This is an optimization exercise on Yosys and OpenROAD, whose aim is small area and a short achievable clock period, not a production implementation.
Function was checked by simulation only, so behaviour that the tests miss may differ from the original.
No activity file was given, so power comes from the tool's default toggle rates.

==> v2: inputs <==
==> flow/design.v <==
module RegFile (
    input         clk,
    input         rst_n,
    input         we,
    input  [4:0]  wa,
    input  [31:0] wd,
    input  [11:0] ra1,
    output [31:0] rd1,
    input  [11:0] ra2,
    output [31:0] rd2
);
    wire [31:0] q [1:31];
    wire [31:1] valid;
    wire [31:1] sel1, sel2;
    genvar g;
    generate
        for (g = 1; g < 32; g = g + 1) begin : r
            reg [31:0] d;
            reg v;
            wire wr = we && (wa == g);
            always @(posedge clk)
                if (wr) d <= wd;
            always @(posedge clk or negedge rst_n)
                if (~rst_n) v <= 1'b0;
                else if (wr) v <= 1'b1;
            assign valid[g] = v;
            assign q[g] = d;
            assign sel1[g] = valid[g] && ra1[8 + g / 8] && ra1[g % 8];
            assign sel2[g] = valid[g] && ra2[8 + g / 8] && ra2[g % 8];
        end
    endgenerate
    reg [31:0] r1, r2;
    integer i;
    always @* begin
        r1 = 32'b0;
        r2 = 32'b0;
        for (i = 1; i < 32; i = i + 1) begin
            r1 = r1 | ({32{sel1[i]}} & q[i]);
            r2 = r2 | ({32{sel2[i]}} & q[i]);
        end
    end
    assign rd1 = r1;
    assign rd2 = r2;
endmodule
module mips_pipe (
    input         clk,
    input         rst_n,
    input         irq,
    output [31:0] imem_addr,
    input  [31:0] imem_data,
    output        dmem_re,
    output        dmem_we,
    output [31:0] dmem_addr,
    output [31:0] dmem_wdata,
    input  [31:0] dmem_rdata
);
    reg  [31:0] PC;
    reg  [31:0] ID_I;         
    reg  [31:0] ID_PC4;       
    reg  [11:0] ID_rs, ID_rt;  
    reg         EX_B, EX_J, EX_re, EX_we, EX_wr, EX_link, EX_IRQ;
    reg         EX_beq, EX_bne, EX_blez, EX_bgtz, EX_bltz;
    reg         EX_ssum, EX_sand, EX_sor, EX_sxor, EX_snor, EX_ssh, EX_sslt;
    reg         EX_sub, EX_sltu, EX_sll, EX_sra;
    reg  [4:0]  EX_Rt, EX_dst;
    reg  [31:0] EX_A, EX_Bv, EX_P;
    reg         MEM_re, MEM_we, MEM_wr, MEM_link, MEM_IRQ, MEM_tk;
    reg  [4:0]  MEM_dst;
    reg  [31:0] MEM_ALUOut, MEM_X;
    wire [31:0] PC4 = {PC[31], PC[30:0] + 31'd4};
    wire IRQ = irq & ~PC[31];
    wire [5:0] op = ID_I[31:26];
    wire [5:0] fn = ID_I[5:0];
    wire [4:0] Rs = ID_I[25:21];
    wire [4:0] Rt = ID_I[20:16];
    wire [4:0] Rd = ID_I[15:11];
    wire [15:0] imm = ID_I[15:0];
    wire opR    = op == 6'h00;
    wire opJ    = op == 6'h02;
    wire opJAL  = op == 6'h03;
    wire opLW   = op == 6'h23;
    wire opSW   = op == 6'h2b;
    wire opBEQ  = op == 6'h04;
    wire opBNE  = op == 6'h05;
    wire opBLEZ = op == 6'h06;
    wire opBGTZ = op == 6'h07;
    wire opBLTZ = op == 6'h01;
    wire opB    = opBEQ | opBNE | opBLEZ | opBGTZ | opBLTZ;
    wire opANDI = op == 6'h0c;
    wire opLUI  = op == 6'h0f;
    wire opSLTI = op == 6'h0a;
    wire opSLTIU = op == 6'h0b;
    wire opI    = op == 6'h08 || op == 6'h09 || opSLTI || opSLTIU || opANDI || opLUI;
    wire exc = ~(opR | opJ | opJAL | opLW | opSW | opB | opI);
    wire fJR   = opR && fn == 6'h08;
    wire fJALR = opR && fn == 6'h09;
    wire isJ   = opJ | opJAL | fJR | fJALR;
    wire fSH   = opR && (fn == 6'h00 || fn == 6'h02 || fn == 6'h03);    
    wire srcImm = ~(opR | opB);                                           
    wire regWrite = exc | ~(opSW | opB | opJ | fJR);
    wire link = exc | opJAL | fJALR;
    wire [4:0] dst = exc ? 5'd26 : opJAL ? 5'd31 : opR ? Rd : Rt;
    wire rSUB  = opR && (fn == 6'h22 || fn == 6'h23);
    wire rAND  = opR && fn == 6'h24;
    wire rOR   = opR && fn == 6'h25;
    wire rXOR  = opR && fn == 6'h26;
    wire rNOR  = opR && fn == 6'h27;
    wire rSLL  = opR && fn == 6'h00;
    wire rSRA  = opR && fn == 6'h03;
    wire rSLT  = opR && fn == 6'h2a;
    wire rSLTU = opR && fn == 6'h2b;
    wire aAND  = rAND | opANDI;
    wire aSLT  = rSLT | rSLTU | opSLTI | opSLTIU;
    wire aSLTU = rSLTU | opSLTIU;
    wire aSUM  = ~(aAND | rOR | rXOR | rNOR | fSH | aSLT);
    wire [31:0] rf1, rf2;
    wire [31:0] DataBusC;
    wire        rf_we = MEM_wr | MEM_IRQ;
    RegFile rgf (
        .clk(clk), .rst_n(rst_n),
        .we(rf_we), .wa(MEM_dst), .wd(DataBusC),
        .ra1(ID_rs), .rd1(rf1),
        .ra2(ID_rt), .rd2(rf2));
    wire bypA = MEM_wr && MEM_dst == Rs;
    wire bypB = MEM_wr && MEM_dst == Rt;
    wire [31:0] valA = bypA ? DataBusC : fSH ? {27'b0, ID_I[10:6]} : rf1;
    wire [31:0] valB = bypB ? DataBusC : rf2;
    wire [31:0] res;
    wire fwdA = EX_wr && EX_dst == Rs;
    wire fwdB = EX_wr && EX_dst == Rt;
    wire [31:0] opA  = fwdA ? res : valA;
    wire [31:0] rtv  = fwdB ? res : valB;
    wire [31:0] ext = {opANDI ? 16'h0000 : {16{imm[15]}}, imm};
    wire [31:0] luout = opLUI ? {imm, 16'h0000} : ext;
    wire [31:0] sext = {{16{imm[15]}}, imm};
    wire [31:0] conba = {ID_PC4[31], ID_PC4[30:0] + {sext[28:0], 2'b00}};
    wire hazard = EX_re && (EX_Rt == Rs || EX_Rt == Rt);
    wire taken;
    wire kill = hazard | taken | IRQ;
    reg [31:0] PC_base;
    always @* begin
        if (IRQ)       PC_base = 32'h80000004;
        else if (EX_B) PC_base = PC4;
        else if (exc)  PC_base = 32'h80000008;
        else if (opJ | opJAL) PC_base = {PC4[31:28], ID_I[25:0], 2'b00};
        else if (fJR | fJALR) PC_base = rf1;
        else           PC_base = PC4;
    end
    wire [31:0] PC_next = (taken & ~IRQ) ? EX_P : PC_base;
    always @(posedge clk or negedge rst_n) begin
        if (~rst_n)
            PC <= 32'h80000000;
        else if (~hazard)
            PC <= PC_next;
    end
    always @(posedge clk or negedge rst_n) begin
        if (~rst_n)
            ID_I <= 32'b0;
        else if (isJ | taken | IRQ)
            ID_I <= 32'b0;
        else if (~hazard)
            ID_I <= imem_data;
    end
    always @(posedge clk)
        ID_PC4 <= PC4;
    always @(posedge clk)
        if (isJ | taken | IRQ) begin
            ID_rs <= 12'b0;
            ID_rt <= 12'b0;
        end else if (~hazard) begin
            ID_rs <= {4'b0001 << imem_data[25:24], 8'b00000001 << imem_data[23:21]};
            ID_rt <= {4'b0001 << imem_data[20:19], 8'b00000001 << imem_data[18:16]};
        end
    always @(posedge clk or negedge rst_n) begin
        if (~rst_n) begin
            EX_B <= 1'b0; EX_J <= 1'b0; EX_re <= 1'b0; EX_we <= 1'b0;
            EX_wr <= 1'b0; EX_IRQ <= 1'b0;
            EX_beq <= 1'b0; EX_bne <= 1'b0; EX_blez <= 1'b0;
            EX_bgtz <= 1'b0; EX_bltz <= 1'b0;
        end else begin
            EX_B    <= ~kill & opB;
            EX_J    <= ~kill & isJ;
            EX_re   <= ~kill & opLW;
            EX_we   <= ~kill & opSW;
            EX_wr   <= ~kill & regWrite & (dst != 5'd0);
            EX_IRQ  <= IRQ;
            EX_beq  <= ~kill & opBEQ;
            EX_bne  <= ~kill & opBNE;
            EX_blez <= ~kill & opBLEZ;
            EX_bgtz <= ~kill & opBGTZ;
            EX_bltz <= ~kill & opBLTZ;
        end
    end
    wire irq_next = ~taken & (EX_J | MEM_tk);
    always @(posedge clk) begin
        EX_link <= link & ~IRQ;
        EX_ssum <= aSUM | IRQ;
        EX_sand <= aAND & ~IRQ;
        EX_sor  <= rOR & ~IRQ;
        EX_sxor <= rXOR & ~IRQ;
        EX_snor <= rNOR & ~IRQ;
        EX_ssh  <= fSH & ~IRQ;
        EX_sslt <= aSLT & ~IRQ;
        EX_sub  <= (rSUB | aSLT) & ~IRQ;
        EX_sltu <= aSLTU;
        EX_sll  <= rSLL;
        EX_sra  <= rSRA;
        EX_Rt   <= Rt;
        EX_dst  <= IRQ ? 5'd26 : dst;
        EX_A    <= IRQ ? (irq_next ? PC4 : ID_PC4) : opA;
        EX_Bv   <= IRQ ? {29'h1fffffff, ~taken, 2'b00} : srcImm ? luout : rtv;
        EX_P    <= opSW ? rtv : opB ? conba : ID_PC4;
    end
    wire [31:0] A = EX_A;
    wire [31:0] B = EX_Bv;
    wire [32:0] sum = {A, 1'b1} + {B ^ {32{EX_sub}}, EX_sub};
    wire [31:0] s = sum[32:1];
    wire lt = (EX_sltu && (A[31] ^ B[31])) ? B[31] : s[31];
    wire [31:0] shin;
    wire [31:0] shout;
    genvar k;
    generate
        for (k = 0; k < 32; k = k + 1) begin : rv
            assign shin[k] = EX_sll ? B[31 - k] : B[k];
        end
    endgenerate
    wire fill = EX_sra & B[31];
    wire [63:0] shx = {{32{fill}}, shin} >> A[4:0];
    generate
        for (k = 0; k < 32; k = k + 1) begin : rv2
            assign shout[k] = EX_sll ? shx[31 - k] : shx[k];
        end
    endgenerate
    assign res = ({32{EX_ssum}} & s)
               | ({32{EX_sand}} & (A & B))
               | ({32{EX_sor}}  & (A | B))
               | ({32{EX_sxor}} & (A ^ B))
               | ({32{EX_snor}} & ~(A | B))
               | ({32{EX_ssh}}  & shout)
               | {31'b0, EX_sslt & lt};
    wire eq = A == B;
    assign taken = (EX_beq & eq) | (EX_bne & ~eq) | (EX_blez & (A[31] | eq)) |
                   (EX_bgtz & ~(A[31] | eq)) | (EX_bltz & A[31]);
    always @(posedge clk or negedge rst_n) begin
        if (~rst_n) begin
            MEM_re <= 1'b0; MEM_we <= 1'b0; MEM_wr <= 1'b0;
            MEM_IRQ <= 1'b0; MEM_tk <= 1'b0;
        end else begin
            MEM_re  <= EX_re;
            MEM_we  <= EX_we;
            MEM_wr  <= EX_wr;
            MEM_IRQ <= EX_IRQ;
            MEM_tk  <= taken;
        end
    end
    always @(posedge clk) begin
        MEM_link   <= EX_link;
        MEM_dst    <= EX_dst;
        MEM_ALUOut <= res;
        MEM_X      <= EX_P;
    end
    assign DataBusC = MEM_link ? MEM_X : MEM_re ? dmem_rdata : MEM_ALUOut;
    assign imem_addr  = PC;
    assign dmem_re    = MEM_re;
    assign dmem_we    = MEM_we;
    assign dmem_addr  = MEM_ALUOut;
    assign dmem_wdata = MEM_X;
endmodule
==> flow/flow/run.sh <==
#!/bin/bash
set -euo pipefail
MARGIN=${MARGIN:-7.25}
PORTBUF=${PORTBUF:-sky130_fd_sc_hd__buf_2}
bash standard.sh synth > log_synth.txt 2>&1
for step in floorplan place cts route finish; do
  bash standard.sh "SETUP_SLACK_MARGIN=$MARGIN" \
    "BUFFER_PORTS_ARGS=-buffer_cell $PORTBUF" $step > log_$step.txt 2>&1
done
test -f out/final.def
==> flow/standard.sh <==
#!/bin/bash
# synth_recipe.tcl (not shown) runs the flow's synth.tcl, then flattens the netlist and writes it again
# the make line also repeats each setting of config.mk as NAME=value (left out here)
make -C /OpenROAD-flow-scripts/flow DESIGN_CONFIG=/design/flow/config.mk WORK_HOME=/design/flow/orfs CLKGATE_MAP_FILE= SYNTH_SCRIPT=/design/flow/synth_recipe.tcl "${@:-finish}"
==> flow/config.mk <==
export PLATFORM = sky130hd
export DESIGN_NAME = mips_pipe
export DESIGN_NICKNAME = mips_pipe
export VERILOG_FILES = /design/flow/design.v
export SDC_FILE = /design/flow/constraint.sdc
export NUM_CORES = 8
export LEC_CHECK = 0
export CAP_MARGIN = 20
export CORE_MARGIN = 2
export CORE_UTILIZATION = 40
export CTS_CLUSTER_DIAMETER = 100
export CTS_CLUSTER_SIZE = 22
export SLEW_MARGIN = 20
==> flow/constraint.sdc <==
create_clock -name core_clock -period 10.5 [get_ports {clk}]
set_input_delay 2.1000 -clock core_clock [delete_from_list [all_inputs] [get_ports {clk}]]
set_output_delay 2.1000 -clock core_clock [all_outputs]
set_load 0.01 [all_outputs]
==> v25 (differences from v2) <==
==> flow/design.v, changed modules only <==
module mips_pipe (
    input         clk,
    input         rst_n,
    input         irq,
    output [31:0] imem_addr,
    input  [31:0] imem_data,
    output        dmem_re,
    output        dmem_we,
    output [31:0] dmem_addr,
    output [31:0] dmem_wdata,
    input  [31:0] dmem_rdata
);
    reg  [31:0] PC;
    reg  [31:0] ID_I;         
    reg  [31:0] ID_PC4;       
    reg  [11:0] ID_rs, ID_rt;  
    reg         EX_B, EX_J, EX_re, EX_we, EX_wr, EX_link, EX_IRQ;
    reg         EX_beq, EX_bne, EX_blez, EX_bgtz, EX_bltz;
    reg         EX_ssum, EX_sand, EX_sor, EX_sxor, EX_snor, EX_ssh, EX_sslt;
    reg         EX_sub, EX_sltu, EX_sll, EX_sra;
    reg  [4:0]  EX_Rt, EX_dst;
    reg  [31:0] EX_A, EX_Bv, EX_P;
    reg         MEM_re, MEM_we, MEM_wr, MEM_link, MEM_IRQ, MEM_tk;
    reg  [4:0]  MEM_dst;
    reg  [31:0] MEM_ALUOut, MEM_X;
    wire [31:0] PC4 = {PC[31], PC[30:0] + 31'd4};
    wire IRQ = irq & ~PC[31];
    wire [5:0] op = ID_I[31:26];
    wire [5:0] fn = ID_I[5:0];
    wire [4:0] Rs = ID_I[25:21];
    wire [4:0] Rt = ID_I[20:16];
    wire [4:0] Rd = ID_I[15:11];
    wire [15:0] imm = ID_I[15:0];
    wire opR    = op == 6'h00;
    wire opJ    = op == 6'h02;
    wire opJAL  = op == 6'h03;
    wire opLW   = op == 6'h23;
    wire opSW   = op == 6'h2b;
    wire opBEQ  = op == 6'h04;
    wire opBNE  = op == 6'h05;
    wire opBLEZ = op == 6'h06;
    wire opBGTZ = op == 6'h07;
    wire opBLTZ = op == 6'h01;
    wire opB    = opBEQ | opBNE | opBLEZ | opBGTZ | opBLTZ;
    wire opANDI = op == 6'h0c;
    wire opLUI  = op == 6'h0f;
    wire opSLTI = op == 6'h0a;
    wire opSLTIU = op == 6'h0b;
    wire opI    = op == 6'h08 || op == 6'h09 || opSLTI || opSLTIU || opANDI || opLUI;
    wire exc = ~(opR | opJ | opJAL | opLW | opSW | opB | opI);
    wire fJR   = opR && fn == 6'h08;
    wire fJALR = opR && fn == 6'h09;
    wire isJ   = opJ | opJAL | fJR | fJALR;
    wire fSH   = opR && (fn == 6'h00 || fn == 6'h02 || fn == 6'h03);    
    wire srcImm = ~(opR | opB);                                           
    wire regWrite = exc | ~(opSW | opB | opJ | fJR);
    wire link = exc | opJAL | fJALR;
    wire [4:0] dst = exc ? 5'd26 : opJAL ? 5'd31 : opR ? Rd : Rt;
    wire rSUB  = opR && (fn == 6'h22 || fn == 6'h23);
    wire rAND  = opR && fn == 6'h24;
    wire rOR   = opR && fn == 6'h25;
    wire rXOR  = opR && fn == 6'h26;
    wire rNOR  = opR && fn == 6'h27;
    wire rSLL  = opR && fn == 6'h00;
    wire rSRA  = opR && fn == 6'h03;
    wire rSLT  = opR && fn == 6'h2a;
    wire rSLTU = opR && fn == 6'h2b;
    wire aAND  = rAND | opANDI;
    wire aSLT  = rSLT | rSLTU | opSLTI | opSLTIU;
    wire aSLTU = rSLTU | opSLTIU;
    wire aSUM  = ~(aAND | rOR | rXOR | rNOR | fSH | aSLT);
    wire [31:0] rf1, rf2;
    wire [31:0] DataBusC;
    wire        rf_we = MEM_wr | MEM_IRQ;
    RegFile rgf (
        .clk(clk), .rst_n(rst_n),
        .we(rf_we), .wa(MEM_dst), .wd(DataBusC),
        .ra1(ID_rs), .rd1(rf1),
        .ra2(ID_rt), .rd2(rf2));
    wire bypA = MEM_wr && MEM_dst == Rs;
    wire bypB = MEM_wr && MEM_dst == Rt;
    wire [31:0] res;
    wire fwdA = EX_wr && EX_dst == Rs;
    wire fwdB = EX_wr && EX_dst == Rt;
    wire [31:0] ext = {opANDI ? 16'h0000 : {16{imm[15]}}, imm};
    wire [31:0] luout = opLUI ? {imm, 16'h0000} : ext;
    wire [31:0] sext = {{16{imm[15]}}, imm};
    wire [31:0] conba = {ID_PC4[31], ID_PC4[30:0] + {sext[28:0], 2'b00}};
    wire hazard = EX_re && (EX_Rt == Rs || EX_Rt == Rt);
    wire taken;
    wire kill = hazard | taken | IRQ;
    wire pc_irq = IRQ;
    wire pc_tk  = ~IRQ & taken;
    wire pc_id  = ~IRQ & ~taken & ~EX_B;
    wire pc_exc = pc_id & exc;
    wire pc_j   = pc_id & ~exc & (opJ | opJAL);
    wire pc_jr  = pc_id & ~exc & (fJR | fJALR);
    wire pc_4   = ~IRQ & ~taken & (EX_B | ~(exc | opJ | opJAL | fJR | fJALR));
    wire [31:0] PC_next = ({32{pc_irq}} & 32'h80000004)
                        | ({32{pc_tk}}  & EX_P)
                        | ({32{pc_4}}   & PC4)
                        | ({32{pc_exc}} & 32'h80000008)
                        | ({32{pc_j}}   & {PC4[31:28], ID_I[25:0], 2'b00})
                        | ({32{pc_jr}}  & rf1);
    always @(posedge clk or negedge rst_n) begin
        if (~rst_n)
            PC <= 32'h80000000;
        else if (~hazard)
            PC <= PC_next;
    end
    always @(posedge clk or negedge rst_n) begin
        if (~rst_n)
            ID_I <= 32'b0;
        else if (isJ | taken | IRQ)
            ID_I <= 32'b0;
        else if (~hazard)
            ID_I <= imem_data;
    end
    always @(posedge clk)
        ID_PC4 <= PC4;
    always @(posedge clk)
        if (isJ | taken | IRQ) begin
            ID_rs <= 12'b0;
            ID_rt <= 12'b0;
        end else if (~hazard) begin
            ID_rs <= {4'b0001 << imem_data[25:24], 8'b00000001 << imem_data[23:21]};
            ID_rt <= {4'b0001 << imem_data[20:19], 8'b00000001 << imem_data[18:16]};
        end
    always @(posedge clk or negedge rst_n) begin
        if (~rst_n) begin
            EX_B <= 1'b0; EX_J <= 1'b0; EX_re <= 1'b0; EX_we <= 1'b0;
            EX_wr <= 1'b0; EX_IRQ <= 1'b0;
            EX_beq <= 1'b0; EX_bne <= 1'b0; EX_blez <= 1'b0;
            EX_bgtz <= 1'b0; EX_bltz <= 1'b0;
        end else begin
            EX_B    <= ~kill & opB;
            EX_J    <= ~kill & isJ;
            EX_re   <= ~kill & opLW;
            EX_we   <= ~kill & opSW;
            EX_wr   <= ~kill & regWrite & (dst != 5'd0);
            EX_IRQ  <= IRQ;
            EX_beq  <= ~kill & opBEQ;
            EX_bne  <= ~kill & opBNE;
            EX_blez <= ~kill & opBLEZ;
            EX_bgtz <= ~kill & opBGTZ;
            EX_bltz <= ~kill & opBLTZ;
        end
    end
    wire irq_next = ~taken & (EX_J | MEM_tk);
    wire a_res = ~IRQ & fwdA;
    wire a_pc4 = IRQ & irq_next;
    wire a_id4 = IRQ & ~irq_next;
    wire a_byp = ~IRQ & ~fwdA & bypA;
    wire a_sh  = ~IRQ & ~fwdA & ~bypA & fSH;
    wire a_rf  = ~IRQ & ~fwdA & ~bypA & ~fSH;
    wire [31:0] EX_A_n = ({32{a_res}} & res)
                       | ({32{a_pc4}} & PC4)
                       | ({32{a_id4}} & ID_PC4)
                       | ({32{a_byp}} & DataBusC)
                       | ({32{a_sh}}  & {27'b0, ID_I[10:6]})
                       | ({32{a_rf}}  & rf1);
    wire b_irq = IRQ;
    wire b_imm = ~IRQ & srcImm;
    wire b_res = ~IRQ & ~srcImm & fwdB;
    wire b_byp = ~IRQ & ~srcImm & ~fwdB & bypB;
    wire b_rf  = ~IRQ & ~srcImm & ~fwdB & ~bypB;
    wire [31:0] EX_Bv_n = ({32{b_irq}} & {29'h1fffffff, ~taken, 2'b00})
                        | ({32{b_imm}} & luout)
                        | ({32{b_res}} & res)
                        | ({32{b_byp}} & DataBusC)
                        | ({32{b_rf}}  & rf2);
    wire p_res = opSW & fwdB;
    wire p_byp = opSW & ~fwdB & bypB;
    wire p_rf  = opSW & ~fwdB & ~bypB;
    wire p_ba  = ~opSW & opB;
    wire p_pc4 = ~opSW & ~opB;
    wire [31:0] EX_P_n = ({32{p_res}} & res)
                       | ({32{p_byp}} & DataBusC)
                       | ({32{p_rf}}  & rf2)
                       | ({32{p_ba}}  & conba)
                       | ({32{p_pc4}} & ID_PC4);
    always @(posedge clk) begin
        EX_link <= link & ~IRQ;
        EX_ssum <= aSUM | IRQ;
        EX_sand <= aAND & ~IRQ;
        EX_sor  <= rOR & ~IRQ;
        EX_sxor <= rXOR & ~IRQ;
        EX_snor <= rNOR & ~IRQ;
        EX_ssh  <= fSH & ~IRQ;
        EX_sslt <= aSLT & ~IRQ;
        EX_sub  <= (rSUB | aSLT) & ~IRQ;
        EX_sltu <= aSLTU;
        EX_sll  <= rSLL;
        EX_sra  <= rSRA;
        EX_Rt   <= Rt;
        EX_dst  <= IRQ ? 5'd26 : dst;
        EX_A    <= EX_A_n;
        EX_Bv   <= EX_Bv_n;
        EX_P    <= EX_P_n;
    end
    wire [31:0] A = EX_A;
    wire [31:0] B = EX_Bv;
    wire [32:0] sum = {A, 1'b1} + {B ^ {32{EX_sub}}, EX_sub};
    wire [31:0] s = sum[32:1];
    wire lt = (EX_sltu && (A[31] ^ B[31])) ? B[31] : s[31];
    wire [31:0] shin;
    wire [31:0] shout;
    genvar k;
    generate
        for (k = 0; k < 32; k = k + 1) begin : rv
            assign shin[k] = EX_sll ? B[31 - k] : B[k];
        end
    endgenerate
    wire fill = EX_sra & B[31];
    wire [63:0] shx = {{32{fill}}, shin} >> A[4:0];
    generate
        for (k = 0; k < 32; k = k + 1) begin : rv2
            assign shout[k] = EX_sll ? shx[31 - k] : shx[k];
        end
    endgenerate
    assign res = ({32{EX_ssum}} & s)
               | ({32{EX_sand}} & (A & B))
               | ({32{EX_sor}}  & (A | B))
               | ({32{EX_sxor}} & (A ^ B))
               | ({32{EX_snor}} & ~(A | B))
               | ({32{EX_ssh}}  & shout)
               | {31'b0, EX_sslt & lt};
    wire eq = A == B;
    assign taken = (EX_beq & eq) | (EX_bne & ~eq) | (EX_blez & (A[31] | eq)) |
                   (EX_bgtz & ~(A[31] | eq)) | (EX_bltz & A[31]);
    always @(posedge clk or negedge rst_n) begin
        if (~rst_n) begin
            MEM_re <= 1'b0; MEM_we <= 1'b0; MEM_wr <= 1'b0;
            MEM_IRQ <= 1'b0; MEM_tk <= 1'b0;
        end else begin
            MEM_re  <= EX_re;
            MEM_we  <= EX_we;
            MEM_wr  <= EX_wr;
            MEM_IRQ <= EX_IRQ;
            MEM_tk  <= taken;
        end
    end
    always @(posedge clk) begin
        MEM_link   <= EX_link;
        MEM_dst    <= EX_dst;
        MEM_ALUOut <= res;
        MEM_X      <= EX_P;
    end
    assign DataBusC = MEM_link ? MEM_X : MEM_re ? dmem_rdata : MEM_ALUOut;
    assign imem_addr  = PC;
    assign dmem_re    = MEM_re;
    assign dmem_we    = MEM_we;
    assign dmem_addr  = MEM_ALUOut;
    assign dmem_wdata = MEM_X;
endmodule
--- a/flow/flow/run.sh
+++ b/flow/flow/run.sh
@@ -1,6 +1,6 @@
 #!/bin/bash
 set -euo pipefail
-MARGIN=${MARGIN:-7.25}
+MARGIN=${MARGIN:-7.0}
 PORTBUF=${PORTBUF:-sky130_fd_sc_hd__buf_2}
 bash standard.sh synth > log_synth.txt 2>&1
 for step in floorplan place cts route finish; do
--- a/flow/config.mk
+++ b/flow/config.mk
@@ -7,7 +7,7 @@
 export LEC_CHECK = 0
 export CAP_MARGIN = 20
 export CORE_MARGIN = 2
-export CORE_UTILIZATION = 40
+export CORE_UTILIZATION = 50
 export CTS_CLUSTER_DIAMETER = 100
 export CTS_CLUSTER_SIZE = 22
 export SLEW_MARGIN = 20
==> qor summary <==
| metric | v2 | v25 |
|---|---|---|
| Status | timing/DRC/antenna clean | timing/DRC/antenna clean |
| Delay of the slowest cell on the worst path | 0.49 ns | 0.55 ns |
| Routed wire length | 350 mm | 326 mm |
| Top Consumer | combinational cells | sequential cells |
| Non-clock buffer total of the final layout | 653 | 464 |
| Design area | 0.0777 mm2 | 0.0718 mm2 |
| Power in the clock group | 0.00324 W | 0.00322 W |
| Total via count in the routed design | 59800 | 56200 |
| Dpl hpwl | 193 mm | 185 mm |
| Number of nets in the final layout | 5798 | 5498 |
| Number of non-clock inverters in the layout | 135 | 117 |
| Fraction of standard cell area in multi-input logic | 0.364 | 0.357 |
| R2R setup slack | 6.87 ns | 6.81 ns |
| IR drop worst, VDD | 0.375 mV | 0.207 mV |
| CP Data Required Time | 11.11 ns | 10.90 ns |
| Non-clock buffer area fraction after layout | 0.0810 | 0.0522 |
| Clock Latency Late Sink | 0.76 ns | 0.74 ns |
| Avg WL per Cell | 45.2 um | 46.6 um |
| Clock network contribution to total cell area | 0.0277 | 0.0301 |

==> afterwards: timing with drivers on the ports <==
Ports are ideal in the flow. The routed layouts listed here were re-timed in OpenROAD.
Step 1: set_driving_cell puts a clkbuf_16 on clk and a buf_2 on each other input, an assumption about the parent block.
Step 2 adds t to the input delays and takes it off the output delays; t is the mean of the earliest and latest rising clock arrival at the registers after step 1. Input paths then give back, and output paths get back, about the clock's delay inside the block.
Slacks: no drivers / after step 1 / after step 2; pairs: no drivers / after step 1.
run	t, ns	setup slack, ns	worst data-port slew with drivers (ns)
v2	0.801	6.873 / 6.857 / 6.267	0.11
v25	0.792	6.814 / 6.814 / 6.106	0.05
After both steps setup and hold are still met in every run listed. For v25, which loses most, drivers alone change the setup slack by 0.000 ns; drivers and shift together by -0.708 ns.
